This is an optimization exercise on Yosys and OpenROAD, whose aim is small area, a short achievable clock period and few clock cycles, not a production implementation. RTL that was checked went through simulation tests only; none was proved equivalent to the original. For run 6, only the layout was checked, not whether the RTL still works. Power and IR drop assume default switching activity.

### flow/flow/run.sh
#!/bin/bash
set -euo pipefail
bash standard.sh 'BUFFER_PORTS_ARGS=-buffer_cell sky130_fd_sc_hd__buf_1' \
  'CTS_ARGS=-sink_clustering_enable -repair_clock_nets -buf_list sky130_fd_sc_hd__clkbuf_8 -sink_clustering_size 40 -dont_use_dummy_load' \
  finish > make.log 2>&1
### flow/standard.sh
#!/bin/bash
# synth_recipe.tcl (not shown) runs the flow's synth.tcl, then flattens the netlist and writes it again
# the make line also repeats each setting of config.mk as NAME=value (left out here)
make -C /OpenROAD-flow-scripts/flow DESIGN_CONFIG=/design/flow/config.mk WORK_HOME=/design/flow/orfs CLKGATE_MAP_FILE= SYNTH_SCRIPT=/design/flow/synth_recipe.tcl "${@:-finish}"
### flow/config.mk
export PLATFORM = sky130hd
export DESIGN_NAME = registers
export DESIGN_NICKNAME = registers
export VERILOG_FILES = /design/flow/design.v
export SDC_FILE = /design/flow/constraint.sdc
export NUM_CORES = 4
export LEC_CHECK = 0
export ABC_AREA = 1
export CAP_MARGIN = 20
export CORE_AREA = 10 10 140 140
export CTS_BUF_LIST = sky130_fd_sc_hd__clkbuf_8
export CTS_CLUSTER_SIZE = 40
export DIE_AREA = 0 0 150 150
export PLACE_DENSITY = 0.5
export SETUP_SLACK_MARGIN = 2.2
export SLEW_MARGIN = 20
export TNS_END_PERCENT = 20
### flow/constraint.sdc
create_clock -name core_clock -period 4.0 [get_ports {axi_clk}]
set_input_delay 0.8000 -clock core_clock [delete_from_list [all_inputs] [get_ports {axi_clk}]]
set_output_delay 0.8000 -clock core_clock [all_outputs]
set_load 0.01 [all_outputs]
### flow/design.v
module registers (
	input				axi_clk,
	input		[11:0]	h2f_axi_awid,
	input		[29:0]	h2f_axi_awaddr,
	input				h2f_axi_awvalid,
	output	reg			h2f_axi_awready,
	input		[31:0]	h2f_axi_wdata,
	input		[3:0]	h2f_axi_wstrb,
	input				h2f_axi_wlast,
	input				h2f_axi_wvalid,
	output	reg			h2f_axi_wready,
	output		[11:0]	h2f_axi_bid,
	output		[1:0]	h2f_axi_bresp,
	output	reg			h2f_axi_bvalid,
	input				h2f_axi_bready,
	input		[11:0]	h2f_axi_arid,
	input		[29:0]	h2f_axi_araddr,
	input		[3:0]	h2f_axi_arlen,
	input				h2f_axi_arvalid,
	output	reg			h2f_axi_arready,
	output		[11:0]	h2f_axi_rid,
	output	reg	[31:0]	h2f_axi_rdata,
	output		[1:0]	h2f_axi_rresp,
	output	reg			h2f_axi_rlast,
	output	reg			h2f_axi_rvalid,
	input				h2f_axi_rready,
	input		[31:0]	reg_fpga_rev,
	input				reg_sw1_4,
	input				reg_sw1_3,
	input				reg_sw1_2,
	input				reg_sw1_1,
	output	reg			reg_jp3_4,
	output	reg			reg_jp3_3,
	output	reg			reg_jp3_2,
	output	reg			reg_jp3_1,
	output	reg			reg_led_8,
	output	reg			reg_led_7,
	output	reg			reg_led_6,
	input				reg_led_5,
	output	reg	[20:1]	reg_jp5,
	output	reg	[6:1]	reg_jp4_rxn,
	output	reg	[6:1]	reg_jp4_rxp,
	output	reg	[6:1]	reg_jp4_txn,
	output	reg	[6:1]	reg_jp4_txp,
	input				axi_rst
);
	assign h2f_axi_bresp = 2'b00;
	assign h2f_axi_rresp = 2'b00;
	reg		[11:0]	oid;
	assign h2f_axi_bid = oid;
	assign h2f_axi_rid = oid;
	reg				dir;		 
	reg				wact;		 
	reg				wfirst;		 
	reg				wbuf;		 
	reg				wapply;		 
	reg				bpend;		 
	reg				eng;		 
	reg				eng_new;	 
	reg		[4:0]	addr;		 
	reg		[3:0]	aux;		 
	reg		[11:0]	xid;		 
	reg		[3:0]	esel;		 
	wire aw_hs = h2f_axi_awvalid & h2f_axi_awready;
	wire w_hs  = h2f_axi_wvalid  & h2f_axi_wready;
	wire ar_hs = h2f_axi_arvalid & h2f_axi_arready;
	wire hs_id = aw_hs | ar_hs;
	wire [11:0] id_in = dir ? h2f_axi_arid : h2f_axi_awid;
	wire [3:0] hstb = {h2f_axi_rdata[31], h2f_axi_rdata[30], h2f_axi_rdata[23], h2f_axi_rdata[22]};
	wire [31:0] wcap = {h2f_axi_wstrb[3], h2f_axi_wstrb[2], h2f_axi_wdata[29:24],
	                    h2f_axi_wstrb[1], h2f_axi_wstrb[0], h2f_axi_wdata[21:0]};
	wire wk     = w_hs & (wact | aw_hs);		 
	wire lone_w = w_hs & ~wact & ~aw_hs;		 
	wire hb     = wbuf & aw_hs;					 
	wire bgen   = (wk & h2f_axi_wlast) | (hb & aux[0]);
	wire ob_free = ~h2f_axi_bvalid | h2f_axi_bready;
	wire wact_n   = (wact | aw_hs) & ~bgen;
	wire wfirst_n = aw_hs ? ~(w_hs | wbuf) : (wfirst & ~w_hs);
	wire wbuf_n   = (wbuf & ~aw_hs) | lone_w;
	wire wapply_n = wk | hb;
	wire bpend_n  = (bpend | bgen) & ~ob_free;
	wire bvalid_n = bgen | bpend | (h2f_axi_bvalid & ~h2f_axi_bready);
	wire out_free = ~h2f_axi_rvalid | h2f_axi_rready;
	wire rload    = (ar_hs | eng) & out_free;		 
	wire [3:0] rrem = eng ? aux : h2f_axi_arlen;
	wire [4:0] ra = h2f_axi_araddr[6:2];
	wire [3:0] adec = {ra == 5'd3, ra == 5'd2, ra == 5'd1, ra == 5'd0};
	wire [3:0] sel = eng ? esel : adec;
	wire [4:0] addr1 = addr + 5'd1;
	wire rfirst   = ar_hs | eng_new;
	wire eng_n    = rload ? (rrem != 4'd0) : (eng | ar_hs);
	wire eng_new_n = ~rload & (eng_new | ar_hs);
	wire rvalid_n = rload | (h2f_axi_rvalid & ~h2f_axi_rready);
	wire [31:0] w1 = {12'b0, reg_sw1_4, reg_sw1_3, reg_sw1_2, reg_sw1_1, 4'b0,
	                  reg_jp3_4, reg_jp3_3, reg_jp3_2, reg_jp3_1, 4'b0,
	                  reg_led_8, reg_led_7, reg_led_6, reg_led_5};
	wire [31:0] w2 = {12'b0, reg_jp5};
	wire [31:0] w3 = {2'b0, reg_jp4_rxn, 2'b0, reg_jp4_rxp, 2'b0, reg_jp4_txn, 2'b0, reg_jp4_txp};
	wire [3:0] rs = sel & {4{rload}};
	wire rs_w = ~rload & w_hs;
	wire rs_h = ~rload & ~w_hs;
	wire [31:0] rdata_n = ({32{rs[0]}} & reg_fpga_rev) | ({32{rs[1]}} & w1) |
	                      ({32{rs[2]}} & w2) | ({32{rs[3]}} & w3) |
	                      ({32{rs_w}} & wcap) | ({32{rs_h}} & h2f_axi_rdata);
	wire wbusy_n = wact_n | wbuf_n | bpend_n | bvalid_n | wapply_n;
	wire rbusy_n = rvalid_n | eng_n;
	wire wbusy   = wact | wbuf | bpend | h2f_axi_bvalid | wapply;
	wire rbusy   = h2f_axi_rvalid | eng;
	wire dir_n   = wbusy_n ? 1'b0 :
	               rbusy_n ? 1'b1 :
	               wbusy   ? 1'b1 :
	               rbusy   ? 1'b0 :
	               dir     ? ~(h2f_axi_awvalid | h2f_axi_wvalid) :
	                         h2f_axi_arvalid;
	wire widle_n = ~wact_n & ~bpend_n & ~rbusy_n & ~dir_n;
	always @(posedge axi_clk) begin
		if (axi_rst) begin
			dir             <= 1'b0;
			wact            <= 1'b0;
			wfirst          <= 1'b0;
			wbuf            <= 1'b0;
			wapply          <= 1'b0;
			bpend           <= 1'b0;
			eng             <= 1'b0;
			eng_new         <= 1'b0;
			h2f_axi_bvalid  <= 1'b0;
			h2f_axi_rvalid  <= 1'b0;
			h2f_axi_awready <= 1'b0;
			h2f_axi_wready  <= 1'b0;
			h2f_axi_arready <= 1'b0;
		end else begin
			dir             <= dir_n;
			wact            <= wact_n;
			wfirst          <= wfirst_n;
			wbuf            <= wbuf_n;
			wapply          <= wapply_n;
			bpend           <= bpend_n;
			eng             <= eng_n;
			eng_new         <= eng_new_n;
			h2f_axi_bvalid  <= bvalid_n;
			h2f_axi_rvalid  <= rvalid_n;
			h2f_axi_awready <= widle_n;
			h2f_axi_wready  <= wact_n | (widle_n & ~wbuf_n);
			h2f_axi_arready <= ~eng_n & ~wbusy_n & dir_n;
		end
	end
	always @(posedge axi_clk) begin
		if (aw_hs)
			addr <= h2f_axi_awaddr[6:2];
		else if (w_hs & ~wfirst & wact)
			addr <= addr1;
		else if (ar_hs)
			addr <= ra;
		else if (rload & ~eng_new)
			addr <= addr1;
		if (ar_hs)
			esel <= out_free ? {adec[2:0], ra == 5'd31} : adec;
		else if (rload)
			esel <= {esel[2:0], eng_new ? addr == 5'd31 : addr == 5'd30};
		if (lone_w)
			aux[0] <= h2f_axi_wlast;
		else if (dir)
			aux <= rload ? rrem - 4'd1 : rrem;
		if (hs_id)
			xid <= id_in;
		if ((bgen | bpend) & ob_free | rload & rfirst)
			oid <= hs_id ? id_in : xid;
		h2f_axi_rdata <= rdata_n;
		if (rload)
			h2f_axi_rlast <= (rrem == 4'd0);
	end
	wire wr1 = wapply & (addr == 5'd1);
	wire wr2 = wapply & (addr == 5'd2);
	wire wr3 = wapply & (addr == 5'd3);
	wire [31:0] wd1 = h2f_axi_rdata | {32{axi_rst}};		 
	wire [11:8] wd0 = h2f_axi_rdata[11:8] & {4{~axi_rst}};	 
	always @(posedge axi_clk) begin
		if (wr1 & hstb[1] | axi_rst) {reg_jp3_4, reg_jp3_3, reg_jp3_2, reg_jp3_1} <= wd0[11:8];
		if (wr1 & hstb[0] | axi_rst) {reg_led_8, reg_led_7, reg_led_6} <= wd1[3:1];
		if (wr2 & hstb[2] | axi_rst) reg_jp5[20:17] <= wd1[19:16];
		if (wr2 & hstb[1] | axi_rst) reg_jp5[16:9]  <= wd1[15:8];
		if (wr2 & hstb[0] | axi_rst) reg_jp5[8:1]   <= wd1[7:0];
		if (wr3 & hstb[3] | axi_rst) reg_jp4_rxn <= wd1[29:24];
		if (wr3 & hstb[2] | axi_rst) reg_jp4_rxp <= wd1[21:16];
		if (wr3 & hstb[1] | axi_rst) reg_jp4_txn <= wd1[13:8];
		if (wr3 & hstb[0] | axi_rst) reg_jp4_txp <= wd1[5:0];
	end
endmodule
==> metrics.md, run 1 <==
| Metric | Value |
|---|---|
| Status | `finished clean` |
| DRC Markers | `0` |
| Worst slew pin tran | `0.7148 ns` |
| R2R cell count | `3` |
| Clock-pin transition on the worst setup and hold timing paths | `0.08 ns` |
| Initial core utilization | `0.3697` |
| Total Wirelength | `21,730 µm` |
| First-pass GRT wire length | `32,290 µm` |
| Post-DP HPWL | `~16,000 µm` |
| N_diodes | `0` |
| Max rail drop VDD | `231.2 µV` |
| Synth warnings | `1` |
| Mean post-synth cell area | `around 8.9 µm²` |
| Worst Path Required | `4.20 ns` |
| Detail Route Antenna Nets | `0` |
| Overall Power | `0.005001 W` |
| Slew headroom | `0.5223` |
| Pin count of the biggest net entering global routing | `29` |
| Worst skew pair latency | `about 0.45 ns` |
| Power Dens Cells | `654.4 nW/µm²` |
| Area of the multi-input gates | `2328 µm²` |
| R2R Path Start | `addr[2]` |
| Core Area | `approximately 17,000 µm²` |
| Routed vias | `5,715` |
| Die Ht | `150 µm` |
| Nets | `~1.1k` |
| Die Area | `22,500 µm²` |
| Fin crit period | `1.880 ns` |
| Post-Synthesis Cell Area | `~6000 µm²` |
| Drt first pass iters | `5` |
| Initial antenna violation count | `0` |
| Sequential share of the synthesized area | `0.5633` |
| Finish-stage setup viols | `0` |
| Area Overhead vs Synth | `24.63%` |
| Row count | `47` |
| Gr usage total | `0.1865` |
| Worst R2R Setup Slack | `2.21 ns` |
| LEAKAGE | `2.972 nW` |
| Max-cap violations | `0` |
| Min-delay src | `reg_jp5[8]` |
| Final hold vios | `0` |
| Vias in the first global route | `5,846` |
| Post-synthesis sequential element count | `between 100 and 150` |
| Clk root buf | `clkbuf_8` |
| Fill count | `around 1.7k` |
| Post-DR wirelength/cell | `19.20 µm` |
| CP Max Fanout | `14` |
| Ports | `286` |
| Setup TNS | `0 ns` |
| Syn Inst Count | `686` |
| Num CTS Buffers | `17` |
| Slew Limit Fails | `0` |
| Fin util | `0.4608` |
| # hold bufs at CTS | `0` |
| Crit share post-route | `0.4701` |
| Distinct cells, synth | `38` |
| Max H-tree Level | `4` |
| Setup CP Type | `in2reg` |
| Maximum clock frequency | `531.8 MHz` |
| Reg2reg end | `reg_jp3_4` |
| RSZ-0062 raised after global routing | `true` |
| Via-to-Cell Ratio | `5.049` |
| Worst Setup End Kind | `flop` |
| Min-delay worst type | `reg2reg` |
| TritonCTS clock tree | `built` |
| Clk_skew | `0.03020 ns` |
| Hold path depth | `2` |
| Worst EP arrival | `between 2 and 2.5 ns` |
| Die X | `150 µm` |
| Worst hold path endpoint | `h2f_axi_rdata[7]` |
| PortBufs | `227` |
| Final RePlAce weighted congestion | `0.8499` |
| Hold Worst Slack | `0.4711 ns` |
| Clock sinks | `134` |
| Clk buf depth | `2` |
| Register area | `3457 µm²` |
| Layout cells sized above 1 | `0.1042` |
| Initial DRC count | `355` |
| Critical Path Source Type | `input pin` |
| Gr ovfl total | `0` |
[layer usage]
layer	up-vias	global-route usage	share of wire
met5	-	0	0
met4	0	0.07532	0.026
met3	32	0.06190	0.089
met2	246	0.3045	0.48
met1	2699	0.2218	0.41
li1	2738	-	-
[state kept, by name, indices dropped and copies added, names as in the netlist, 4 cells and up]
| register | count |
|---|---|
| addr | 5 |
| aux | 4 |
| esel | 4 |
| h2f_axi_rdata | 32 |
| oid | 12 |
| reg_jp4_rxn | 6 |
| reg_jp4_rxp | 6 |
| reg_jp4_txn | 6 |
| reg_jp4_txp | 6 |
| reg_jp5 | 20 |
| xid | 12 |
[cell usage after synthesis (all sizes together)]
master	number	area, µm²
nand2	172	663.1
nand3	85	425.4
edfxtp	77	2312
inv	62	235.2
dfxtp	57	1141
nor2	43	163.9
buf	37	257.8
o21ai	35	175.2
a21oi	24	138.9
nand4	22	137.6
or2	16	100.1
a31oi	14	87.58
clkbuf	10	37.54
nor3	6	40.04
o211ai	5	37.54
ha	4	50.05
xor2	4	35.03
and2	3	21.27
o2111ai	2	17.52
o21a	2	15.01
a21boi	1	7.510
and3	1	6.260
clkinv	1	3.750
conb	1	3.750
o41ai	1	8.760
xnor2	1	8.760
[logic make-up after synthesis]
logic type | count (synthesis) | share of synthesized area
other | 1 | 0.0006117
buffers and inverters | 110 | 0.08714
AO/OA/AOI/OAI | 84 | 0.07959
AND/OR/NAND/NOR | 348 | 0.2541
XOR/XNOR | 5 | 0.007143
flip-flops | 134 | 0.5633
adder cells (fa/ha/maj) | 4 | 0.008164
[timing repair]
item	CTS	global route
cloned	1	0
gates resized for setup	22	13
endpoints found under the setup margin	195	193
hold endpoints to repair	0	0
setup buffers	6	11
pin swaps	2	3
[power breakdown]
part           switching (W)  internal [W]  leakage, nW
registers           0.000249       0.00196         1.20
logic                0.00130      0.000662         1.65
clock network       0.000451      0.000373        0.122
total                0.00200       0.00300         2.97
[worst max path at each step]
stage               depth (start not counted)  slack [ns]               from                end
floorplan                                   3        2.17            axi_rst        reg_jp5[10]
global placement                            9        1.28  h2f_axi_araddr[5]  h2f_axi_rdata[12]
detailed placement                          9        1.26  h2f_axi_araddr[5]  h2f_axi_rdata[30]
CTS                                         4        2.04            addr[0]         reg_jp5[4]
global route                                3        2.05            addr[3]          reg_jp3_4
finish                                      5        2.12            axi_rst     reg_jp4_rxp[4]
[layout make-up]
| type | count | area share |
|---|---|---|
| timing repair buffer | 252 | 0.1436 |
| inverter | 63 | 0.03259 |
| clock buffer | 17 | 0.03062 |
| multi-input combinational | 446 | 0.3047 |
| tap | 220 | 0.03602 |
| sequential | 134 | 0.4524 |
[worst max-delay path: stages]
cell and delay, ns:
buf_1 0.11, inv_1 0.50, buf_4 0.35, o21ai_2 0.12, buf_4 0.18
[cell usage in the layout, fill, tap and decap left out, types with 3 or more instances in the layout]
master,n
nand3_1,83
buf_1,227
dfxtp_1,56
clkbuf_8,17
conb_1,4
nand4_1,22
nand2_1,161
ha_1,4
or2_2,15
o21ai_4,5
o21ai_2,4
xor2_1,4
o21ai_0,26
edfxtp_1,77
a21oi_4,3
nor2_1,40
buf_4,19
nand2_2,6
a21oi_1,21
inv_1,59
buf_12,4
a31oi_1,14
nor3_1,4
o211ai_1,5
nand2_4,3
[through the flow]
stage / setup WS (ns) / cell area, µm² / std cells
2_1_floorplan: 2.170 / 6187 / 689
3_3_place_gp: 1.276 / 7083 / 1097
3_5_place_dp: 1.263 / 7083 / 1097
4_1_cts: 2.035 / 7458 / 1121
5_1_grt: 2.046 / 7641 / 1132
6_report: 2.120 / 7641 / 1132
Testbench counts, summed over its fixed seeds: cycles 12,061.
==> run 2, diff against run 1 <==
--- a/flow/config.mk
+++ b/flow/config.mk
@@ -8,8 +8,8 @@
 export ABC_AREA = 1
 export CAP_MARGIN = 20
-export CORE_AREA = 10 10 140 140
+export CORE_AREA = 10 10 170 170
 export CTS_BUF_LIST = sky130_fd_sc_hd__clkbuf_8
 export CTS_CLUSTER_SIZE = 40
-export DIE_AREA = 0 0 150 150
+export DIE_AREA = 0 0 180 180
 export PLACE_DENSITY = 0.5
 export SETUP_SLACK_MARGIN = 2.2
==> metrics.md, run 2 <==
| Metric | Value |
|---|---|
| Main combinational cell family by area after synthesis | `simple AND/OR/NAND/NOR gates` |
| Gr usage total | `0.1353 (-0.05122)` |
| Worst EP arrival | `1.04 ns (-1.04 ns)` |
| Slowest CP cell | `edfxtp_1` |
| Max FFs per register | `32 (unchanged)` |
| Max H-tree Level | `4 (unchanged)` |
| Area Overhead vs Synth | `26.84%` |
| Clock sinks | `134 (unchanged)` |
| Clk pwr share | `0.170 (+0.005)` |
| Setup TNS | `0 ns (unchanged)` |
| Clock-pin transition on the worst setup and hold timing paths | `0.09 ns (about the same)` |
| Xor/xnor share of the synthesized area | `0.007143 (unchanged)` |
| Fin crit period | `1.835 ns (-0.04516 ns)` |
| EDFF count, synth | `77 (unchanged)` |
| DP Cell Count | `1,214 (+11%)` |
| Power Dens Cells | `642.3 nW/µm² (-1.9%)` |
| Primary FF master, synth | `edfxtp_1` |
| Met2 Routed Length | `10,030 µm (-3.2%)` |
| Post-DP HPWL | `16,980 µm (+8.8%)` |
| Sequential share of power | `0.445 (+0.002)` |
| Post-Synthesis Cell Area | `6131 µm² (unchanged)` |
| CP Cell Sequence | `buf_1` |
| Min-delay worst type | `reg2reg` |
| Slew headroom | `0.6005 (+0.07822)` |
| Layout cells sized above 1 | `0.1156 (+0.01143)` |
| Buf+Inv Stages, Crit Path | `1 (-3)` |
| Clk_skew | `0.03251 ns (+0.002311 ns)` |
| Clk buf depth | `2 (unchanged)` |
| Die Area | `32,400 µm² (+44%)` |
| Slew Limit Fails | `0 (unchanged)` |
| Gr ovfl total | `0 (unchanged)` |
| Detail Route Antenna Nets | `0 (unchanged)` |
| Synthesized-area fraction occupied by adder cells | `0.008163 (unchanged)` |
| Compound-Gate Fraction of Synth Area | `0.07959 (unchanged)` |
| Worst Setup End Kind | `output pin` |
| CP max stage delay | `0.43 ns (-0.07 ns)` |
| Maximum clock frequency | `544.9 MHz (+2.5%)` |
| Syn Inst Count | `686 (unchanged)` |
| CP Max Fanout | `2 (-12)` |
| Critical Path Source Type | `flop` |
| Largest area contributor in the netlist | `edfxtp_1` |
| Initial antenna violation count | `1 (+1)` |
| LEAKAGE | `2.999 nW (+0.92%)` |
| Worst slew pin tran | `0.5952 ns (-0.1196 ns)` |
| Vias in the first global route | `5,711 (-2.3%)` |
| Metal3 WL | `1615 µm (-16%)` |
| Final RePlAce weighted congestion | `0.8517 (+0.21%)` |
| Worst R2R Setup Slack | `2.24 ns (+0.03 ns)` |
| Max rail drop VDD | `239.4 µV (+3.5%)` |
| Via-to-Cell Ratio | `4.483 (-11%)` |
| Initial DRC count | `261 (-26%)` |
| Num CTS Buffers | `17 (unchanged)` |
| PortBufs | `227 (unchanged)` |
| First-pass GRT wire length | `34,280 µm (+6.2%)` |
| Top Metal Used | `met4` |
| Mean post-synth cell area | `8.937 µm² (unchanged)` |
| Fin cells | `1,248 (+10%)` |
| Row count | `58 (+23%)` |
| DRC Markers | `0 (unchanged)` |
| Routed vias | `5,595 (-2.1%)` |
| Sequential share of the synthesized area | `0.5633 (unchanged)` |
| Max-cap violations | `0 (unchanged)` |
| Finish-stage setup viols | `0 (unchanged)` |
| Crit share post-route | `0.4588 (-0.01129)` |
| Top delay family on crit path | `flip-flops` |
| Worst skew pair latency | `0.45 ns (about the same)` |
| RSZ-0062 raised after global routing | `true` |
| Nets | `1,092 (+0.46%)` |
| Worst Path Required | `3.20 ns (-1.00 ns)` |
| Core Area | `25,180 µm² (+52%)` |
| Synth area leaders | `edfxtp_1, dfxtp_1, nand2_1, nand3_1, inv_1` |
| Most frequent cells in the layout | `buf_1, nand2_1, nand3_1` |
| Total Wirelength | `23,110 µm (+6.4%)` |
| Ports | `286 (unchanged)` |
| Die X | `180 µm (+20%)` |
| Largest regs | `h2f_axi_rdata: 32 flops, reg_jp5: 20 flops` |
| M1 WL | `10,960 µm (+24%)` |
| Final hold vios | `0 (unchanged)` |
| Top-area cell type share of the netlist area | `0.3771 (unchanged)` |
| Drt first pass iters | `5 (unchanged)` |
| Post-DR wirelength/cell | `18.52 µm (-3.5%)` |
| Net Sw Power | `0.002017 W (+0.80%)` |
| Commonest cells in the synthesized netlist | `nand2_1, nand3_1, edfxtp_1, inv_1, dfxtp_1` |
| Most common cell after layout, fill and taps aside | `buf_1` |
| Distinct cells, synth | `38 (unchanged)` |
| Post-synthesis sequential element count | `134 (unchanged)` |
| Clk root buf | `clkbuf_8` |
| Top-count cell post-synth | `nand2_1` |
| Simple-gate share of the synthesized area | `0.2541 (unchanged)` |
| Synth async-reset ratio | `0 (unchanged)` |
| Setup CP Type | `reg2out` |
| Initial core utilization | `0.2435 (-0.1262)` |
| Pin count of the biggest net entering global routing | `29 (unchanged)` |
| Top reg by flops | `h2f_axi_rdata` |
| Multiplexer area fraction after synthesis | `0 (unchanged)` |
| TritonCTS clock tree | `built` |
| Overall Power | `0.004994 W (-0.12%)` |
| Logic pwr share | `0.385 (-0.008)` |
| Die Ht | `180 µm (+20%)` |
| Synth warnings | `1 (unchanged)` |
| Status | `finished clean` |
| Switching portion of total power | `0.4039 (+0.003700)` |
| Int Power | `0.002977 W (-0.74%)` |
| Fill count | `2,737 (+58%)` |
## run 2: cell counts after synthesis
No cell type changed its count.
## run 2: power groups by stage
stage | registers, W | clock network, W | logic (W)
3_5_place_dp | 0.00225 | 0 | 0.00180
3_3_place_gp | 0.00225 | 0 | 0.00179
2_1_floorplan | 0.00228 | 0 | 0.00110
5_1_grt | 0.00227 | 0.000936 | 0.00217
4_1_cts | 0.00222 | 0.000884 | 0.00188
6_report | 0.00222 | 0.000849 | 0.00192
## run 2: per-layer routing
layer  GRT usage  up-vias
met5           0        -
met2      0.2089      245
met3     0.04277       28
met1      0.1764     2576
li1            -     2746
met4     0.04135        0
## run 2: layout make-up
type | instances | area, µm² | area share
tap | 330 | 412.9 | 0.05310
timing repair buffer | 257 | 1111 | 0.1429
sequential | 134 | 3463 | 0.4454
inverter | 63 | 251.5 | 0.03234
multi-input combinational | 446 | 2301 | 0.2959
clock buffer | 17 | 234.0 | 0.03009
antenna | 1 | 2.502 | 0.0003218
## run 2: final timing paths
| kind | from | end | cells after the start |
|---|---|---|---|
| max | reg_led_7 | reg_led_7 | 1 |
| min | reg_jp5[18] | h2f_axi_rdata[17] | 2 |
| max reg2reg | addr[1] | reg_jp3_4 | 4 |
| min reg2reg | reg_jp5[18] | h2f_axi_rdata[17] | 2 |
## run 2: cell families after synthesis
logic type / count (synthesis)
other: 1
AND/OR/NAND/NOR: 348
AO/OA/AOI/OAI: 84
XOR/XNOR: 5
adder cells (fa/ha/maj): 4
flip-flops: 134
buffers and inverters: 110
## run 2: metrics by stage
stage	util	worst slack (ns)	hold slack (ns)	instance area [µm²]
5_1_grt	0.3087	2.102	0.4883	7774
2_1_floorplan	-	2.170	0.4621	6187
3_5_place_dp	0.2888	1.224	0.4706	7273
3_3_place_gp	0.2885	1.281	0.4631	7266
6_report	0.3088	2.165	0.4486	7776
4_1_cts	0.3030	2.104	0.4417	7631
## run 2: repair_timing
item | CTS | global route
pin swaps | 2 | 2
setup endpoints to repair | 187 | 210
resized for setup | 19 | 28
setup buffers | 7 | 8
gates cloned | 0 | 1
hold buffers | 0 | 0
==> run 3, diff against run 2 <==
==> flow/flow/run.sh (replaced) <==
#!/bin/bash
set -euo pipefail
bash standard.sh 'BUFFER_PORTS_ARGS=-buffer_cell sky130_fd_sc_hd__buf_1' \
  'CTS_ARGS=-sink_clustering_enable -repair_clock_nets -buf_list sky130_fd_sc_hd__clkbuf_8 -sink_clustering_size 30 -sink_clustering_max_diameter 80 -sink_clustering_levels 2 -dont_use_dummy_load' \
  finish > make.log 2>&1
--- a/flow/config.mk
+++ b/flow/config.mk
@@ -8,8 +8,8 @@
 export ABC_AREA = 1
 export CAP_MARGIN = 20
-export CORE_AREA = 10 10 170 170
+export CORE_AREA = 10 10 150 150
 export CTS_BUF_LIST = sky130_fd_sc_hd__clkbuf_8
 export CTS_CLUSTER_SIZE = 40
-export DIE_AREA = 0 0 180 180
+export DIE_AREA = 0 0 160 160
 export PLACE_DENSITY = 0.5
 export SETUP_SLACK_MARGIN = 2.2
==> metrics.md, run 3 <==
| Metric | Value |
|---|---|
| Buf+Inv Stages, Crit Path | `1 (unchanged)` |
| Layout cells sized above 1 | `0.09471 (-0.02088)` |
| Power Dens Cells | `644.6 nW/µm² (+0.36%)` |
| Post-DR wirelength/cell | `17.93 µm (-3.2%)` |
| Final hold vios | `0 (unchanged)` |
| Clock sinks | `134 (unchanged)` |
| First-pass GRT wire length | `32,120 µm (-6.3%)` |
| Initial core utilization | `0.3160 (+0.07258)` |
| N_diodes | `0 (-1)` |
| Via-to-Cell Ratio | `4.673 (+4.2%)` |
| Synth area leaders | `edfxtp_1, dfxtp_1, nand2_1, nand3_1, inv_1` |
| Worst slew pin tran | `0.6141 ns (+0.01893 ns)` |
| Clk_skew | `0.03312 ns (+0.0006106 ns)` |
| Fin crit period | `1.833 ns (-0.001730 ns)` |
| Post-DP Area | `7154 µm² (-1.6%)` |
| LEAKAGE | `2.955 nW (-1.5%)` |
| Net Sw Power | `0.001952 W (-3.2%)` |
| Synth async-reset ratio | `0 (unchanged)` |
| Sequential share of the synthesized area | `0.5633 (unchanged)` |
| Ports | `286 (unchanged)` |
| Top delay family on crit path | `flip-flops` |
| Total Wirelength | `21,040 µm (-9.0%)` |
| Top-area cell type share of the netlist area | `0.3771 (unchanged)` |
| Worst hold path endpoint | `h2f_axi_rdata[19]` |
| Logic pwr share | `0.381 (-0.004)` |
| Final RePlAce weighted congestion | `0.8125 (-4.6%)` |
| Int Power | `0.002946 W (-1.0%)` |
| RSZ-0062 raised after global routing | `true` |
| Setup CP Type | `reg2out` |
| Most common cell after layout, fill and taps aside | `buf_1` |
| Area of the multi-input gates | `2287 µm² (-0.60%)` |
| Critical Path Source Type | `flop` |
| Largest regs | `h2f_axi_rdata: 32 flops, reg_jp5: 20 flops` |
| Pin count of the biggest net entering global routing | `33 (+14%)` |
| Worst Setup End Kind | `output pin` |
| Slowest CP cell | `edfxtp_1` |
| Most frequent cells in the layout | `buf_1, nand2_1, nand3_1` |
| # hold bufs at CTS | `0 (unchanged)` |
| Synth warnings | `1 (unchanged)` |
| Finish-stage setup viols | `0 (unchanged)` |
| Slew Limit Fails | `0 (unchanged)` |
| Post-synthesis sequential element count | `134 (unchanged)` |
| Xor/xnor share of the synthesized area | `0.007143 (unchanged)` |
| Switching portion of total power | `0.3985 (-0.005373)` |
| Worst EP arrival | `1.03 ns (about the same)` |
| Clk root buf | `clkbuf_8` |
| Reg2reg end | `reg_jp3_3` |
| Clk pwr share | `0.168 (-0.002)` |
| Mean post-synth cell area | `8.937 µm² (unchanged)` |
| CP Launch Point | `reg_jp5[11]` |
| R2R Path Start | `addr[2]` |
| CP max stage delay | `0.44 ns (about the same)` |
| Multiplexer area fraction after synthesis | `0 (unchanged)` |
| Min-delay worst type | `reg2reg` |
| Die Area | `25,600 µm² (-21%)` |
| Slew headroom | `0.5862 (-0.01428)` |
| Max-cap violations | `0 (unchanged)` |
| Worst Path Required | `3.20 ns (about the same)` |
| Clk buf depth | `2 (unchanged)` |
| Syn Inst Count | `686 (unchanged)` |
| Sequential share of power | `0.451 (+0.006)` |
| Primary FF master, synth | `edfxtp_1` |
| Num CTS Buffers | `17 (unchanged)` |
| Simple-gate share of the synthesized area | `0.2541 (unchanged)` |
| TritonCTS clock tree | `built` |
| Min-delay src | `reg_jp5[20]` |
| Synthesized-area fraction occupied by adder cells | `0.008163 (unchanged)` |
| Top reg by flops | `h2f_axi_rdata` |
| Drt first pass iters | `6 (+1)` |
| Hold path depth | `2 (unchanged)` |
| CP Max Fanout | `2 (unchanged)` |
| Initial DRC count | `399 (+53%)` |
| Worst skew pair latency | `0.44 ns (about the same)` |
| Die Ht | `160 µm (-11%)` |
| Row count | `51 (-12%)` |
| Largest area contributor in the netlist | `edfxtp_1` |
| Status | `finished clean` |
| Routed vias | `5,482 (-2.0%)` |
| R2R cell count | `3 (-1)` |
| CP Cell Sequence | `buf_1` |
| Post-Synthesis Cell Area | `6131 µm² (unchanged)` |
| Compound-Gate Fraction of Synth Area | `0.07959 (unchanged)` |
| Distinct cells, synth | `38 (unchanged)` |
| Commonest cells in the synthesized netlist | `nand2_1, nand3_1, edfxtp_1, inv_1, dfxtp_1` |
| Gr usage total | `0.1601 (+0.02479)` |
| Top-count cell post-synth | `nand2_1` |
| Max FFs per register | `32 (unchanged)` |
| EDFF count, synth | `77 (unchanged)` |
| Detail Route Antenna Nets | `0 (unchanged)` |
| Post-DP HPWL | `15,410 µm (-9.2%)` |
| Clock-pin transition on the worst setup and hold timing paths | `0.08 ns (about the same)` |
| Setup TNS | `0 ns (unchanged)` |
| Fill count | `2,072 (-24%)` |
| Nets | `1,083 (-0.82%)` |
| Vias in the first global route | `5,561 (-2.6%)` |
| Finished Cell Area | `7599 µm² (-2.3%)` |
| Crit share post-route | `0.4584 (about the same)` |
| Max H-tree Level | `4 (unchanged)` |
| Die X | `160 µm (-11%)` |
| Register area | `3458 µm² (-0.14%)` |
| Core Area | `19,400 µm² (-23%)` |
| Max rail drop VDD | `245.7 µV (+2.6%)` |
| Main combinational cell family by area after synthesis | `simple AND/OR/NAND/NOR gates` |
| Maximum clock frequency | `545.4 MHz (about the same)` |
| Initial antenna violation count | `0 (-1)` |
| DRC Markers | `0 (unchanged)` |
| Worst R2R Setup Slack | `2.25 ns (about the same)` |
| PortBufs | `227 (unchanged)` |
| Area Overhead vs Synth | `23.94%` |
| Gr ovfl total | `0 (unchanged)` |
-- run 3: repair_timing --
item                       in CTS  in global routing
gates cloned                    1                  0
setup buffers                   4                  7
setup endpoints to repair     168                196
pin swaps                       1                  4
gates resized for setup        17                 10
-- run 3: power groups by stage --
stage	Clock [W]	Combinational, W	Sequential [W]
global placement	0	0.00176	0.00225
finish	0.000822	0.00186	0.00221
detailed placement	0	0.00176	0.00225
floorplan	0	0.00110	0.00228
global route	0.000910	0.00211	0.00226
CTS	0.000850	0.00186	0.00222
-- run 3: cells by family (layout without fill, tap and decap cells) --
kind of cell / after synthesis / in the layout
AOI/OAI and AO/OA: 84 / 85
adders and majority gates: 4 / 4
and+or+nand+nor: 348 / 348
buffers and inverters: 110 / 328
other: 1 / 4
DFF: 134 / 134
xor gates and xnor gates: 5 / 5
-- run 3: final cells by class --
class                   instances  share of cell area
clock buffers                  17             0.03079
inverters                      63             0.03178
multi-input cells             446              0.3010
flip-flops and latches        134              0.4551
well taps                     265             0.04364
repair buffers                248              0.1377
-- run 3: how the worst max path moves through the flow --
stage	slack [ns]	depth (start not counted)	endpoint
floorplan	2.17	3	reg_jp5[10]
global placement	1.36	10	h2f_axi_rdata[3]
detailed placement	1.32	10	h2f_axi_rdata[3]
CTS	2.07	4	reg_jp4_txp[4]
global route	2.05	11	h2f_axi_rdata[18]
finish	2.17	1	reg_jp5[11]
-- run 3: through the flow --
step,cells,power (W),hold slack (ns),worst slack [ns],utilization
2_1_floorplan,689,0.003379,0.4621,2.170,-
3_3_place_gp,1144,0.004005,0.4643,1.355,0.3688
3_5_place_dp,1144,0.004007,0.4597,1.321,0.3688
4_1_cts,1166,0.004937,0.4743,2.065,0.3866
5_1_grt,1173,0.005283,0.5093,2.047,0.3917
6_report,1173,0.004898,0.4791,2.167,0.3917
-- run 3: layer usage --
layer	GRT usage	routed length, µm	up-vias
li1	-	-	2725
met1	0.2006	9389	2538
met2	0.2636	9932	202
met3	0.04627	1446	17
met4	0.04257	267	0
met5	0	0	-
-- run 3: worst reg2reg max path, delay by kind of cell (launching register included) --
family / cells / cell delay [ns]
compound gates: 1 / 0.54
simple gates: 2 / 0.37
flops: 1 / 0.47
==> run 4, diff against run 3 <==
==> flow/flow/run.sh (replaced) <==
#!/bin/bash
set -euo pipefail
bash standard.sh 'BUFFER_PORTS_ARGS=-buffer_cell sky130_fd_sc_hd__buf_1' \
  'CTS_ARGS=-sink_clustering_enable -repair_clock_nets -buf_list sky130_fd_sc_hd__clkbuf_16 -sink_clustering_size 40 -dont_use_dummy_load' \
  finish > make.log 2>&1
--- a/flow/config.mk
+++ b/flow/config.mk
@@ -9,5 +9,4 @@
 export CAP_MARGIN = 20
 export CORE_AREA = 10 10 150 150
-export CTS_BUF_LIST = sky130_fd_sc_hd__clkbuf_8
 export CTS_CLUSTER_SIZE = 40
 export DIE_AREA = 0 0 160 160
==> metrics.md, run 4 <==
| Metric | Value |
|---|---|
| CP max stage delay | `0.44 ns (about the same)` |
| Row count | `51 (unchanged)` |
| Fin util | `0.4019 (+0.01019)` |
| Fill count | `2,047 (-1.2%)` |
| TritonCTS clock tree | `built` |
| Area Overhead vs Synth | `27.16%` |
| Slowest CP cell | `edfxtp_1` |
| Worst EP arrival | `1.01 ns (-0.02 ns)` |
| Overall Power | `0.005317 W (+8.6%)` |
| Status | `finished clean` |
| Max FFs per register | `32 (unchanged)` |
| PortBufs | `227 (unchanged)` |
| Slew Limit Fails | `0 (unchanged)` |
| Commonest cells in the synthesized netlist | `nand2_1, nand3_1, edfxtp_1, inv_1, dfxtp_1` |
| Most common cell after layout, fill and taps aside | `buf_1` |
| Gr ovfl total | `0 (unchanged)` |
| Int Power | `0.003314 W (+12%)` |
| Clk_skew | `0.02359 ns (-0.009535 ns)` |
| Layout cells sized above 1 | `0.09361 (-0.001101)` |
| Worst Path Required | `3.20 ns (about the same)` |
| Num CTS Buffers | `17 (unchanged)` |
| Core Area | `19,400 µm² (unchanged)` |
| Clk buf depth | `2 (unchanged)` |
| Max H-tree Level | `4 (unchanged)` |
| Gr usage total | `0.1609 (+0.0008211)` |
| Ports | `286 (unchanged)` |
| Final hold vios | `0 (unchanged)` |
| Clk root buf | `clkbuf_16` |
| Synth async-reset ratio | `0 (unchanged)` |
| Fin crit period | `1.811 ns (-0.02259 ns)` |
| Sequential share of power | `0.417 (-0.034)` |
| Die X | `160 µm (unchanged)` |
| Initial antenna violation count | `0 (unchanged)` |
| Primary FF master, synth | `edfxtp_1` |
| Worst Setup End Kind | `output pin` |
| Syn Inst Count | `686 (unchanged)` |
| Finish-stage setup viols | `0 (unchanged)` |
| Post-Synthesis Cell Area | `6131 µm² (unchanged)` |
| Top reg by flops | `h2f_axi_rdata` |
| Max-cap violations | `0 (unchanged)` |
| Register area | `3458 µm² (unchanged)` |
| Most frequent cells in the layout | `buf_1, nand2_1, nand3_1` |
| Worst skew pair latency | `0.42 ns (-0.02 ns)` |
| Routed vias | `5,516 (+0.62%)` |
| Die Area | `25,600 µm² (unchanged)` |
| Via-to-Cell Ratio | `4.702 (+0.62%)` |
| Post-DP HPWL | `15,410 µm (unchanged)` |
| Largest area contributor in the netlist | `edfxtp_1` |
| Critical Path Source Type | `flop` |
| Post-DR wirelength/cell | `18.00 µm (+0.37%)` |
| First-pass GRT wire length | `32,240 µm (+0.39%)` |
| Distinct cells, synth | `38 (unchanged)` |
| Clock sinks | `134 (unchanged)` |
| Area of the multi-input gates | `2287 µm² (unchanged)` |
| Top-count cell post-synth | `nand2_1` |
| Setup CP Type | `reg2out` |
| Finished Cell Area | `7796 µm² (+2.6%)` |
| Top delay family on crit path | `flip-flops` |
| LEAKAGE | `3.043 nW (+3.0%)` |
| Post-synthesis sequential element count | `134 (unchanged)` |
| Vias in the first global route | `5,589 (+0.50%)` |
| Clk pwr share | `0.231 (+0.063)` |
| EDFF count, synth | `77 (unchanged)` |
| CP Max Fanout | `2 (unchanged)` |
| Sequential share of the synthesized area | `0.5633 (unchanged)` |
| Clock-pin transition on the worst setup and hold timing paths | `0.06 ns (-0.02 ns)` |
| Power Dens Cells | `682.0 nW/µm² (+5.8%)` |
| Slew headroom | `0.5847 (-0.001577)` |
| Logic pwr share | `0.352 (-0.029)` |
| Synth warnings | `1 (unchanged)` |
| Post-DP Area | `7154 µm² (unchanged)` |
| Buf+Inv Stages, Crit Path | `1 (unchanged)` |
| Mean post-synth cell area | `8.937 µm² (unchanged)` |
| Maximum clock frequency | `552.2 MHz (+1.2%)` |
| N_diodes | `0 (unchanged)` |
| CP Cell Sequence | `buf_1` |
| Drt first pass iters | `5 (-1)` |
| Worst slew pin tran | `0.6165 ns (+0.002341 ns)` |
| Crit share post-route | `0.4527 (-0.005648)` |
| Min-delay worst type | `reg2reg` |
| Nets | `1,083 (unchanged)` |
| Initial DRC count | `434 (+8.8%)` |
| Final RePlAce weighted congestion | `0.8125 (unchanged)` |
| Switching portion of total power | `0.3767 (-0.02185)` |
| Net Sw Power | `0.002003 W (+2.6%)` |
| Pin count of the biggest net entering global routing | `33 (unchanged)` |
| Detail Route Antenna Nets | `0 (unchanged)` |
| Total Wirelength | `21,110 µm (+0.37%)` |
| Initial core utilization | `0.3160 (unchanged)` |
| Synth area leaders | `edfxtp_1, dfxtp_1, nand2_1, nand3_1, inv_1` |
| Die Ht | `160 µm (unchanged)` |
| RSZ-0062 raised after global routing | `true` |
| Max rail drop VDD | `351.2 µV (+43%)` |
| Largest regs | `h2f_axi_rdata: 32 flops, reg_jp5: 20 flops` |
| DRC Markers | `0 (unchanged)` |
| Setup TNS | `0 ns (unchanged)` |
| Top-area cell type share of the netlist area | `0.3771 (unchanged)` |
run 4: cell counts after synthesis:
Identical to the previous run, type by type.
run 4: final cells by class:
type	count	share of cell area
clock buffer	17	0.05457
inverter	63	0.03130
multi-input combinational	446	0.2934
sequential	134	0.4436
tap	265	0.04253
timing repair buffer	248	0.1346
run 4: per-stage QoR:
step | worst slack, ns | std cells | hold slack, ns
after floorplan | 2.170 | 689 | 0.4621
after global placement | 1.355 | 1144 | 0.4643
final | 2.189 | 1173 | 0.4730
after global routing | 2.062 | 1173 | 0.5063
after detailed placement | 1.321 | 1144 | 0.4597
after CTS | 2.067 | 1166 | 0.4718
run 4: path summary, 6_finish.rpt:
kind	start	to	slack, ns	cells after the start
max	reg_jp5[11]	reg_jp5[11]	2.19	1
min	reg_jp5[20]	h2f_axi_rdata[19]	0.47	2
max reg2reg	addr[2]	reg_jp3_2	2.27	3
min reg2reg	reg_jp5[20]	h2f_axi_rdata[19]	0.47	2
run 4: cell families after synthesis:
group                    count (synthesis)  synth area share
flip-flops                             134            0.5633
AO/OA/AOI/OAI                           84           0.07959
buffers and inverters                  110           0.08714
XOR/XNOR                                 5          0.007143
other                                    1         0.0006117
adder cells (fa/ha/maj)                  4          0.008164
AND/OR/NAND/NOR                        348            0.2541
run 4: power groups by stage:
stage	Sequential (W)	Clock [W]	Combinational, W
after floorplan	0.00228	0	0.00110
after global placement	0.00225	0	0.00176
after detailed placement	0.00225	0	0.00176
after CTS	0.00223	0.00126	0.00187
after global routing	0.00227	0.00132	0.00212
final	0.00221	0.00123	0.00187
run 4: repair_timing:
action,4_1_cts,5_1_grt
pin swaps,1,4
hold buffers,0,0
endpoints found under the setup margin,121,167
setup buffers,4,7
resized for setup,19,10
hold endpoints to repair,0,0
cloned,1,0
run 4: metal layers:
| metal | part of all wire | wire length [µm] | GRT usage | up-vias |
|---|---|---|---|---|
| met5 | 0 | 0 | 0 | - |
| met4 | 0.015 | 316 | 0.05509 | 0 |
| met3 | 0.061 | 1285 | 0.04087 | 25 |
| met2 | 0.48 | 10050 | 0.2661 | 189 |
| met1 | 0.45 | 9460 | 0.1995 | 2570 |
| li1 | - | - | - | 2732 |
run 4: worst min-delay path, cell delays in order (launching register included):
cell,delay [ns]
edfxtp_1,0.34
a21oi_1,0.06
nand2_1,0.04
==> run 5, diff against run 4 <==
--- a/flow/design.v
+++ b/flow/design.v
@@ -84,8 +84,10 @@
 	wire rload    = (ar_hs | eng) & out_free;		 
 	wire [3:0] rrem = eng ? aux : h2f_axi_arlen;
+	wire [4:0] rsel = eng ? addr : h2f_axi_araddr[6:2];
 	wire [4:0] ra = h2f_axi_araddr[6:2];
 	wire [3:0] adec = {ra == 5'd3, ra == 5'd2, ra == 5'd1, ra == 5'd0};
 	wire [3:0] sel = eng ? esel : adec;
 	wire [4:0] addr1 = addr + 5'd1;
+	wire [4:0] rnext = eng ? addr1 : ra + 5'd1;
 	wire rfirst   = ar_hs | eng_new;
 	wire eng_n    = rload ? (rrem != 4'd0) : (eng | ar_hs);
@@ -97,10 +99,6 @@
 	wire [31:0] w2 = {12'b0, reg_jp5};
 	wire [31:0] w3 = {2'b0, reg_jp4_rxn, 2'b0, reg_jp4_rxp, 2'b0, reg_jp4_txn, 2'b0, reg_jp4_txp};
-	wire [3:0] rs = sel & {4{rload}};
-	wire rs_w = ~rload & w_hs;
-	wire rs_h = ~rload & ~w_hs;
-	wire [31:0] rdata_n = ({32{rs[0]}} & reg_fpga_rev) | ({32{rs[1]}} & w1) |
-	                      ({32{rs[2]}} & w2) | ({32{rs[3]}} & w3) |
-	                      ({32{rs_w}} & wcap) | ({32{rs_h}} & h2f_axi_rdata);
+	wire [31:0] word = ({32{sel[0]}} & reg_fpga_rev) | ({32{sel[1]}} & w1) |
+	                   ({32{sel[2]}} & w2) | ({32{sel[3]}} & w3);
 	wire wbusy_n = wact_n | wbuf_n | bpend_n | bvalid_n | wapply_n;
 	wire rbusy_n = rvalid_n | eng_n;
@@ -150,12 +148,12 @@
 		else if (w_hs & ~wfirst & wact)
 			addr <= addr1;
+		else if (rload)
+			addr <= rnext;
 		else if (ar_hs)
-			addr <= ra;
-		else if (rload & ~eng_new)
-			addr <= addr1;
-		if (ar_hs)
-			esel <= out_free ? {adec[2:0], ra == 5'd31} : adec;
-		else if (rload)
-			esel <= {esel[2:0], eng_new ? addr == 5'd31 : addr == 5'd30};
+			addr <= h2f_axi_araddr[6:2];
+		if (rload)
+			esel <= {sel[2:0], rsel == 5'd31};
+		else if (ar_hs)
+			esel <= adec;
 		if (lone_w)
 			aux[0] <= h2f_axi_wlast;
@@ -166,7 +164,9 @@
 		if ((bgen | bpend) & ob_free | rload & rfirst)
 			oid <= hs_id ? id_in : xid;
-		h2f_axi_rdata <= rdata_n;
-		if (rload)
+		if (rload) begin
+			h2f_axi_rdata <= word;
 			h2f_axi_rlast <= (rrem == 4'd0);
+		end else if (w_hs)
+			h2f_axi_rdata <= wcap;
 	end
 	wire wr1 = wapply & (addr == 5'd1);
==> flow/flow/run.sh (replaced) <==
#!/bin/bash
set -euo pipefail
bash standard.sh 'BUFFER_PORTS_ARGS=-buffer_cell sky130_fd_sc_hd__buf_1' finish > make.log 2>&1
--- a/flow/config.mk
+++ b/flow/config.mk
@@ -8,8 +8,9 @@
 export ABC_AREA = 1
 export CAP_MARGIN = 20
-export CORE_AREA = 10 10 150 150
+export CORE_AREA = 8 8 112 112
+export CTS_BUF_LIST = sky130_fd_sc_hd__clkbuf_8
 export CTS_CLUSTER_SIZE = 40
-export DIE_AREA = 0 0 160 160
-export PLACE_DENSITY = 0.5
+export DIE_AREA = 0 0 120 120
+export PLACE_DENSITY = 0.6
 export SETUP_SLACK_MARGIN = 2.2
 export SLEW_MARGIN = 20
==> metrics.md, run 5 <==
| Metric | Value |
|---|---|
| Core Area | `10,700 µm² (-45%)` |
| Post-DP HPWL | `13,030 µm (-15%)` |
| Fin crit period | `1.862 ns (+0.05149 ns)` |
| N_diodes | `0 (unchanged)` |
| Fin cells | `1,041 (-11%)` |
| Post-Synthesis Cell Area | `6391 µm² (+4.2%)` |
| EDFF count, synth | `109 (+42%)` |
| Setup TNS | `0 ns (unchanged)` |
| Gr ovfl total | `0 (unchanged)` |
| Worst slew pin tran | `0.5137 ns (-0.1028 ns)` |
| Final RePlAce weighted congestion | `0.8752 (+7.7%)` |
| Drt first pass iters | `5 (unchanged)` |
| Synth warnings | `1 (unchanged)` |
| Most frequent cells in the layout | `buf_1, nand2_1, edfxtp_1` |
| Status | `finished clean` |
| Register area | `3781 µm² (+9.3%)` |
| Compound-Gate Fraction of Synth Area | `0.05658 (-0.02301)` |
| Die Area | `14,400 µm² (-44%)` |
| Initial DRC count | `424 (-2.3%)` |
| Syn Inst Count | `667 (-2.8%)` |
| Row count | `38 (-25%)` |
| Fill count | `842 (-59%)` |
| Max H-tree Level | `4 (unchanged)` |
| Maximum clock frequency | `537.0 MHz (-2.8%)` |
| Most common cell after layout, fill and taps aside | `buf_1` |
| Worst setup margin | `2.138 ns (-0.05149 ns)` |
| Final hold vios | `0 (unchanged)` |
| Crit share post-route | `0.4656 (+0.01287)` |
| Worst skew pair latency | `0.42 ns (about the same)` |
| Sequential share of the synthesized area | `0.5904 (+0.02718)` |
| Worst Setup End Kind | `flop` |
| Max-cap violations | `0 (unchanged)` |
| Num CTS Buffers | `17 (unchanged)` |
| Pin count of the biggest net entering global routing | `41 (+24%)` |
| DP Cell Count | `997 (-13%)` |
| Nets | `1,065 (-1.7%)` |
| Min-delay worst type | `reg2reg` |
| Top reg by flops | `h2f_axi_rdata` |
| Worst EP arrival | `2.03 ns (+1.02 ns)` |
| Slew headroom | `0.6571 (+0.07239)` |
| Initial antenna violation count | `0 (unchanged)` |
| Clock sinks | `134 (unchanged)` |
| Finish-stage setup viols | `0 (unchanged)` |
| TritonCTS clock tree | `built` |
| Xor/xnor share of the synthesized area | `0.01096 (+0.003820)` |
| Top-count cell post-synth | `nand2_1` |
| Die X | `120 µm (-25%)` |
| Distinct cells, synth | `35 (-7.9%)` |
| Synth area leaders | `edfxtp_1, nand2_1, dfxtp_1, nand3_1, nor2_1` |
| CP Max Fanout | `13 (+11)` |
| Layout cells sized above 1 | `0.1287 (+0.03513)` |
| Die Ht | `120 µm (-25%)` |
| Main combinational cell family by area after synthesis | `simple AND/OR/NAND/NOR gates` |
| Post-DR wirelength/cell | `17.29 µm (-3.9%)` |
| DRC Markers | `0 (unchanged)` |
| Power Dens Cells | `643.5 nW/µm² (-5.6%)` |
| Area of the multi-input gates | `2300 µm² (+0.55%)` |
| Initial core utilization | `0.5974 (+0.2814)` |
| Max FFs per register | `32 (unchanged)` |
| Clk_skew | `0.009861 ns (-0.01373 ns)` |
| Vias in the first global route | `5,574 (-0.27%)` |
| Primary FF master, synth | `edfxtp_1` |
| Area Overhead vs Synth | `22.51%` |
| Clock-pin transition on the worst setup and hold timing paths | `0.08 ns (+0.02 ns)` |
| Multiplexer area fraction after synthesis | `0 (unchanged)` |
| Via-to-Cell Ratio | `5.388 (+15%)` |
| Top-area cell type share of the netlist area | `0.5121 (+0.1350)` |
| Post-synthesis sequential element count | `134 (unchanged)` |
| Clk root buf | `clkbuf_8` |
| Total Wirelength | `18,000 µm (-15%)` |
| Detail Route Antenna Nets | `0 (unchanged)` |
| Synthesized-area fraction occupied by adder cells | `0.01566 (+0.007498)` |
| Hold Worst Slack | `0.4880 ns (+0.01500 ns)` |
| Setup CP Type | `in2reg` |
| Mean post-synth cell area | `9.582 µm² (+7.2%)` |
| Commonest cells in the synthesized netlist | `nand2_1, edfxtp_1, nor2_1, nand3_1, inv_1` |
| Post-Place Worst Slack | `1.337 ns (+0.01561 ns)` |
| Ports | `286 (unchanged)` |
| Slew Limit Fails | `0 (unchanged)` |
| Critical Path Source Type | `input pin` |
| Clk buf depth | `2 (unchanged)` |
| Synth async-reset ratio | `0 (unchanged)` |
| Worst Path Required | `4.17 ns (+0.97 ns)` |
| Routed vias | `5,609 (+1.7%)` |
| Largest regs | `h2f_axi_rdata: 32 flops, reg_jp5: 20 flops` |
| Simple-gate share of the synthesized area | `0.2565 (+0.002379)` |
| RSZ-0062 raised after global routing | `true` |
| Gr usage total | `0.2414 (+0.08049)` |
| Max rail drop VDD | `389.3 µV (+11%)` |
| Overall Power | `0.005039 W (-5.2%)` |
| PortBufs | `227 (unchanged)` |
| First-pass GRT wire length | `27,780 µm (-14%)` |
| LEAKAGE | `2.969 nW (-2.4%)` |
| Largest area contributor in the netlist | `edfxtp_1` |
## run 5: worst max-delay path, stage by stage
cell and delay (ns):
buf_2 0.13, inv_1 0.10, ha_1 0.18, inv_1 0.05
nor2_1 0.05, nand2_1 0.07, nand2_2 0.20, nand2_1 0.12
nand3_1 0.11, nor2_1 0.14, nor2_1 0.06
## run 5: cell families (layout without fill, tap and decap cells)
family	count (synthesis)	after routing
other	1	4
xor gates and xnor gates	8	8
DFF	134	134
adders and majority gates	8	8
buffers and inverters	83	314
AOI/OAI and AO/OA	59	59
and+or+nand+nor	374	374
## run 5: metal layers
metal,GRT usage,up-vias,share of wire
li1,-,2678,-
met1,0.2898,2640,0.40
met2,0.4097,271,0.50
met3,0.06999,20,0.089
met4,0.07884,0,0.016
met5,0,-,0
## run 5: timing repair
item / 4_1_cts / 5_1_grt
buffers inserted: 1 / 10
setup endpoints to repair: 182 / 268
resized for setup: 22 / 23
hold buffers: 0 / 0
endpoints found under the hold margin: 0 / 0
pin swaps: 2 / 0
gates cloned: 0 / 1
## run 5: through the flow
step	utilization	instance area (µm²)
finish	0.7319	7830
global placement	0.6751	7222
floorplan	-	6475
CTS	0.7167	7667
global route	0.7319	7830
detailed placement	0.6751	7222
## run 5: final timing paths
path	startpoint	end	depth (start not counted)	slack (ns)
setup / recovery	h2f_axi_araddr[3]	h2f_axi_rdata[19]	11	2.14
hold reg to reg	xid[5]	xid[5]	2	0.49
setup reg to reg	addr[0]	reg_jp5[11]	5	2.30
hold / removal	xid[5]	xid[5]	2	0.49
## run 5: cell type report
| type | count | share of cell area |
|---|---|---|
| multi-input cells | 453 | 0.2937 |
| repair buffers | 243 | 0.1310 |
| clock buffers | 19 | 0.03340 |
| clock inverters | 13 | 0.01518 |
| inverters | 39 | 0.02141 |
| flip-flops and latches | 134 | 0.4829 |
| well taps | 140 | 0.02237 |
## run 5: power breakdown
group	leakage, nW	internal, W	switching (W)
logic	1.56	0.000547	0.00112
registers	1.21	0.00206	0.000236
clock network	0.198	0.000532	0.000539
total	2.97	0.00314	0.00190
Testbench counts of run 5, summed over its fixed seeds: cycles 12,061.
==> run 6, diff against run 5 <==
--- a/flow/design.v
+++ b/flow/design.v
@@ -84,10 +84,8 @@
 	wire rload    = (ar_hs | eng) & out_free;		 
 	wire [3:0] rrem = eng ? aux : h2f_axi_arlen;
-	wire [4:0] rsel = eng ? addr : h2f_axi_araddr[6:2];
 	wire [4:0] ra = h2f_axi_araddr[6:2];
 	wire [3:0] adec = {ra == 5'd3, ra == 5'd2, ra == 5'd1, ra == 5'd0};
 	wire [3:0] sel = eng ? esel : adec;
 	wire [4:0] addr1 = addr + 5'd1;
-	wire [4:0] rnext = eng ? addr1 : ra + 5'd1;
 	wire rfirst   = ar_hs | eng_new;
 	wire eng_n    = rload ? (rrem != 4'd0) : (eng | ar_hs);
@@ -99,6 +97,13 @@
 	wire [31:0] w2 = {12'b0, reg_jp5};
 	wire [31:0] w3 = {2'b0, reg_jp4_rxn, 2'b0, reg_jp4_rxp, 2'b0, reg_jp4_txn, 2'b0, reg_jp4_txp};
-	wire [31:0] word = ({32{sel[0]}} & reg_fpga_rev) | ({32{sel[1]}} & w1) |
-	                   ({32{sel[2]}} & w2) | ({32{sel[3]}} & w3);
+	wire stall = h2f_axi_rvalid & ~h2f_axi_rready;
+	wire [3:0] rs = sel & {4{dir & ~stall}};
+	wire rs_w = ~dir & h2f_axi_wready;
+	wire rs_h = dir ? stall : ~h2f_axi_wready;
+	wire [31:0] rdata_n = ({32{rs[0]}} & reg_fpga_rev) | ({32{rs[1]}} & w1) |
+	                      ({32{rs[2]}} & w2) | ({32{rs[3]}} & w3) |
+	                      ({32{rs_w}} & wcap) | ({32{rs_h}} & h2f_axi_rdata);
+	wire ohold = (h2f_axi_bvalid & ~h2f_axi_bready) | stall | (eng & ~eng_new);
+	wire xuse  = wact | bpend | eng_new;
 	wire wbusy_n = wact_n | wbuf_n | bpend_n | bvalid_n | wapply_n;
 	wire rbusy_n = rvalid_n | eng_n;
@@ -144,29 +149,31 @@
 	end
 	always @(posedge axi_clk) begin
-		if (aw_hs)
-			addr <= h2f_axi_awaddr[6:2];
-		else if (w_hs & ~wfirst & wact)
-			addr <= addr1;
-		else if (rload)
-			addr <= rnext;
-		else if (ar_hs)
-			addr <= h2f_axi_araddr[6:2];
-		if (rload)
-			esel <= {sel[2:0], rsel == 5'd31};
-		else if (ar_hs)
-			esel <= adec;
-		if (lone_w)
+		if (dir) begin
+			if (~eng)
+				addr <= ra;
+			else if (out_free & ~eng_new)
+				addr <= addr1;
+		end else begin
+			if (~wact)
+				addr <= h2f_axi_awaddr[6:2];
+			else if (w_hs & ~wfirst)
+				addr <= addr1;
+		end
+		if (eng) begin
+			if (out_free)
+				esel <= {esel[2:0], eng_new ? addr == 5'd31 : addr == 5'd30};
+		end else
+			esel <= out_free ? {adec[2:0], ra == 5'd31} : adec;
+		if (dir)
+			aux <= out_free ? rrem - 4'd1 : rrem;
+		else if (~wbuf)
 			aux[0] <= h2f_axi_wlast;
-		else if (dir)
-			aux <= rload ? rrem - 4'd1 : rrem;
-		if (hs_id)
+		if (~xuse)
 			xid <= id_in;
-		if ((bgen | bpend) & ob_free | rload & rfirst)
+		if (~ohold)
 			oid <= hs_id ? id_in : xid;
-		if (rload) begin
-			h2f_axi_rdata <= word;
+		h2f_axi_rdata <= rdata_n;
+		if (~stall)
 			h2f_axi_rlast <= (rrem == 4'd0);
-		end else if (w_hs)
-			h2f_axi_rdata <= wcap;
 	end
 	wire wr1 = wapply & (addr == 5'd1);
==> flow/flow/run.sh (replaced) <==
#!/bin/bash
set -euo pipefail
bash standard.sh 'BUFFER_PORTS_ARGS=-buffer_cell sky130_fd_sc_hd__buf_1' \
  'CTS_ARGS=-sink_clustering_enable -repair_clock_nets -buf_list sky130_fd_sc_hd__clkbuf_8 -sink_clustering_size 40 -dont_use_dummy_load' \
  finish > make.log 2>&1
--- a/flow/config.mk
+++ b/flow/config.mk
@@ -8,9 +8,9 @@
 export ABC_AREA = 1
 export CAP_MARGIN = 20
-export CORE_AREA = 8 8 112 112
+export CORE_AREA = 10 10 150 150
 export CTS_BUF_LIST = sky130_fd_sc_hd__clkbuf_8
 export CTS_CLUSTER_SIZE = 40
-export DIE_AREA = 0 0 120 120
-export PLACE_DENSITY = 0.6
+export DIE_AREA = 0 0 160 160
+export PLACE_DENSITY = 0.5
 export SETUP_SLACK_MARGIN = 2.2
 export SLEW_MARGIN = 20
==> metrics.md, run 6 <==
| Metric | Value |
|---|---|
| Num CTS Buffers | `17 (unchanged)` |
| Routed vias | `5,559 (-0.89%)` |
| N_diodes | `0 (unchanged)` |
| CP max stage delay | `0.43 ns (+0.23 ns)` |
| R2R cell count | `5 (unchanged)` |
| Fill count | `2,086 (+150%)` |
| CP Cell Sequence | `clkbuf_2` |
| Max H-tree Level | `4 (unchanged)` |
| Largest regs | `h2f_axi_rdata: 32 flops, reg_jp5: 20 flops` |
| Largest area contributor in the netlist | `edfxtp_1` |
| Synth area leaders | `edfxtp_1, dfxtp_1, nand2_1, nand3_1, buf_4` |
| Logic pwr share | `0.398 (+0.067)` |
| Clk pwr share | `0.157 (-0.056)` |
| Top-count cell post-synth | `nand2_1` |
| Post-synthesis sequential element count | `134 (unchanged)` |
| # hold bufs at CTS | `0 (unchanged)` |
| Nets | `1,068 (+0.28%)` |
| Die X | `160 µm (+33%)` |
| Critical Path Source Type | `flop` |
| Initial DRC count | `314 (-26%)` |
| Fin util | `0.3987 (-0.3332)` |
| First-pass GRT wire length | `32,940 µm (+19%)` |
| Critical path depth | `1 (-10)` |
| Status | `finished clean` |
| PortBufs | `227 (unchanged)` |
| Int Power | `0.003102 W (-1.3%)` |
| Via-to-Cell Ratio | `4.801 (-11%)` |
| Synth warnings | `1 (unchanged)` |
| Met1 Use GR | `0.2025 (-0.08733)` |
| Pin count of the biggest net entering global routing | `57 (+39%)` |
| Clk root buf | `clkbuf_8` |
| Distinct cells, synth | `45 (+29%)` |
| Maximum clock frequency | `544.7 MHz (+1.4%)` |
| Fin crit period | `1.836 ns (-0.02638 ns)` |
| Ports | `286 (unchanged)` |
| Most frequent cells in the layout | `buf_1, nand2_1, nand3_1` |
| Post-Synthesis Cell Area | `6409 µm² (+0.27%)` |
| Gr usage total | `0.1643 (-0.07708)` |
| Worst EP arrival | `1.04 ns (-0.99 ns)` |
| Mean post-synth cell area | `9.383 µm² (-2.1%)` |
| Clk_skew | `0.03427 ns (+0.02441 ns)` |
| EDFF count, synth | `89 (-18%)` |
| DRC Markers | `0 (unchanged)` |
| Slowest CP cell | `edfxtp_1` |
| Final RePlAce weighted congestion | `0.8210 (-6.2%)` |
| Buf+Inv Stages, Crit Path | `1 (-2)` |
| Worst Path Required | `3.20 ns (-0.97 ns)` |
| Synth async-reset ratio | `0 (unchanged)` |
| Slew Limit Fails | `0 (unchanged)` |
| Clk buf depth | `2 (unchanged)` |
| TritonCTS clock tree | `built` |
| Initial core utilization | `0.3304 (-0.2671)` |
| Clock-pin transition on the worst setup and hold timing paths | `0.08 ns (about the same)` |
| Syn Inst Count | `683 (+2.4%)` |
| Setup TNS | `0 ns (unchanged)` |
| Clock sinks | `134 (unchanged)` |
| Post-DP HPWL | `15,360 µm (+18%)` |
| Slew headroom | `0.3050 (-0.3520)` |
| Global route hottest layer | `met2` |
| Layout cells sized above 1 | `0.1041 (-0.02460)` |
| Top delay family on crit path | `flip-flops` |
| Power Dens Cells | `683.1 nW/µm² (+6.1%)` |
| Commonest cells in the synthesized netlist | `nand2_1, nand3_1, edfxtp_1, inv_1, dfxtp_1` |
| Core Area | `19,400 µm² (+81%)` |
| Final hold vios | `0 (unchanged)` |
| Max rail drop VDD | `252.3 µV (-35%)` |
| Die Ht | `160 µm (+33%)` |
| GR Util met2 | `0.2625 (-0.1472)` |
| Crit share post-route | `0.4590 (-0.006595)` |
| CP Max Fanout | `2 (-11)` |
| Area Overhead vs Synth | `20.70%` |
| Finish-stage setup viols | `0 (unchanged)` |
| Sequential share of the synthesized area | `0.5576 (-0.03285)` |
| Met3 usage | `0.05964 (-0.01035)` |
| Sequential share of power | `0.446 (-0.010)` |
| Primary FF master, synth | `edfxtp_1` |
| Post-DR wirelength/cell | `18.74 µm (+8.4%)` |
| Top-area cell type share of the netlist area | `0.4170 (-0.09511)` |
| Worst skew pair latency | `0.44 ns (+0.02 ns)` |
| RSZ-0062 raised after global routing | `true` |
| Die Area | `25,600 µm² (+78%)` |
| Overall Power | `0.005283 W (+4.9%)` |
| Worst Setup End Kind | `output pin` |
| Vias in the first global route | `5,655 (+1.5%)` |
| Row count | `51 (+34%)` |
| Most common cell after layout, fill and taps aside | `buf_1` |
| Min-delay worst type | `reg2reg` |
| Switching portion of total power | `0.4129 (+0.03670)` |
| LEAKAGE | `2.903 nW (-2.2%)` |
| Initial antenna violation count | `2 (+2)` |
| Worst slew pin tran | `1.037 ns (+0.5231 ns)` |
| Max-cap violations | `0 (unchanged)` |
| Max FFs per register | `32 (unchanged)` |
| Detail Route Antenna Nets | `0 (unchanged)` |
| Hold path depth | `2 (unchanged)` |
| Total Wirelength | `21,700 µm (+21%)` |
| Drt first pass iters | `5 (unchanged)` |
| Top reg by flops | `h2f_axi_rdata` |
| Setup CP Type | `reg2out` |
| Net Sw Power | `0.002181 W (+15%)` |
| Gr ovfl total | `0 (unchanged)` |
run 6: cell count changes after synthesis, sizes merged, moves of 19 or more:
cell,before,now
dfxtp,25,45
edfxtp,109,89
nand2,177,158
nand3,77,112
nand4,6,29
nor2,79,42
run 6: per-layer routing:
layer	vias up	wire length, µm
met1	2620	9615
li1	2745	-
met4	4	238
met2	170	10350
met3	20	1461
met5	-	34
run 6: logic make-up (layout without fill, tap and decap cells):
family / after synthesis / after routing / share of synthesized area
simple gates: 368 / 369 / 0.2733
flops: 134 / 134 / 0.5576
buf+inv: 108 / 314 / 0.09118
compound gates: 62 / 62 / 0.06092
fa+ha+maj: 4 / 4 / 0.007810
xor+xnor: 4 / 4 / 0.005468
mux: 2 / 2 / 0.003124
other cells: 1 / 4 / 0.0005851
run 6: final timing paths:
| check | end | startpoint | slack (ns) |
|---|---|---|---|
| worst max register to register | reg_jp5[11] | addr[0] | 2.19 |
| worst min-delay path | h2f_axi_rdata[13] | reg_jp5[14] | 0.50 |
| worst max-delay path | reg_jp4_rxp[2] | reg_jp4_rxp[2] | 2.16 |
| worst min register to register | h2f_axi_rdata[13] | reg_jp5[14] | 0.50 |
run 6: layout make-up:
cell class                 instances  area (µm²)  share of cell area
clock buffer                      17       234.0             0.03025
timing repair buffer             239       984.7              0.1273
sequential                       134        3581              0.4630
inverter                          58       229.0             0.02960
multi-input combinational        445        2375              0.3070
tap                              265       331.6             0.04287
run 6: metrics by stage:
step | std cells | worst slack [ns] | hold WS (ns) | area, µm²
floorplan | 686 | 2.207 | 0.4858 | 6436
detailed placement | 1135 | 0.8955 | 0.4836 | 7306
global route | 1158 | 2.072 | 0.5291 | 7735
global placement | 1135 | 0.8873 | 0.4806 | 7306
CTS | 1155 | 2.074 | 0.5005 | 7629
finish | 1158 | 2.164 | 0.4987 | 7735
run 6: timing repair:
action,in CTS,in global routing
endpoints found under the setup margin,202,209
buffers inserted,2,3
pin swaps,2,2
gates resized for setup,21,17
cloned,1,0
run 6: power by group through the flow:
stage	Sequential [W]	Clock, W	Combinational, W
4_1_cts	0.00235	0.000855	0.00211
2_1_floorplan	0.00242	0	0.00134
6_report	0.00235	0.000829	0.00210
3_5_place_dp	0.00237	0	0.00202
3_3_place_gp	0.00237	0	0.00202
5_1_grt	0.00241	0.000918	0.00235

[static timing again, ports no longer ideal]
The flow's constraints put no driver on any port. The routed layouts listed below were extracted and timed again, unchanged, in two steps.
Step 1: set_driving_cell puts a clkbuf_16 on axi_clk and a buf_2 on each other input, an assumption about the parent block.
Step 2, shift: input delay + t, output delay - t, t = (earliest + latest rising clock arrival at the registers) / 2. This alone moves slack from input paths to output paths.
Three values: ideal, step 1, step 2; two values: the first two.
run | t, ns | setup slack, ns
run 1 | 0.470 | 2.120 / 2.131 / 1.661
run 2 | 0.471 | 2.165 / 2.128 / 1.729
run 3 | 0.459 | 2.167 / 2.128 / 1.736
run 4 | 0.450 | 2.189 / 2.146 / 1.761
run 5 | 0.450 | 2.138 / 2.148 / 1.698
run 6 | 0.468 | 2.164 / 2.124 / 1.817
After both steps setup and hold are still met in every run listed.
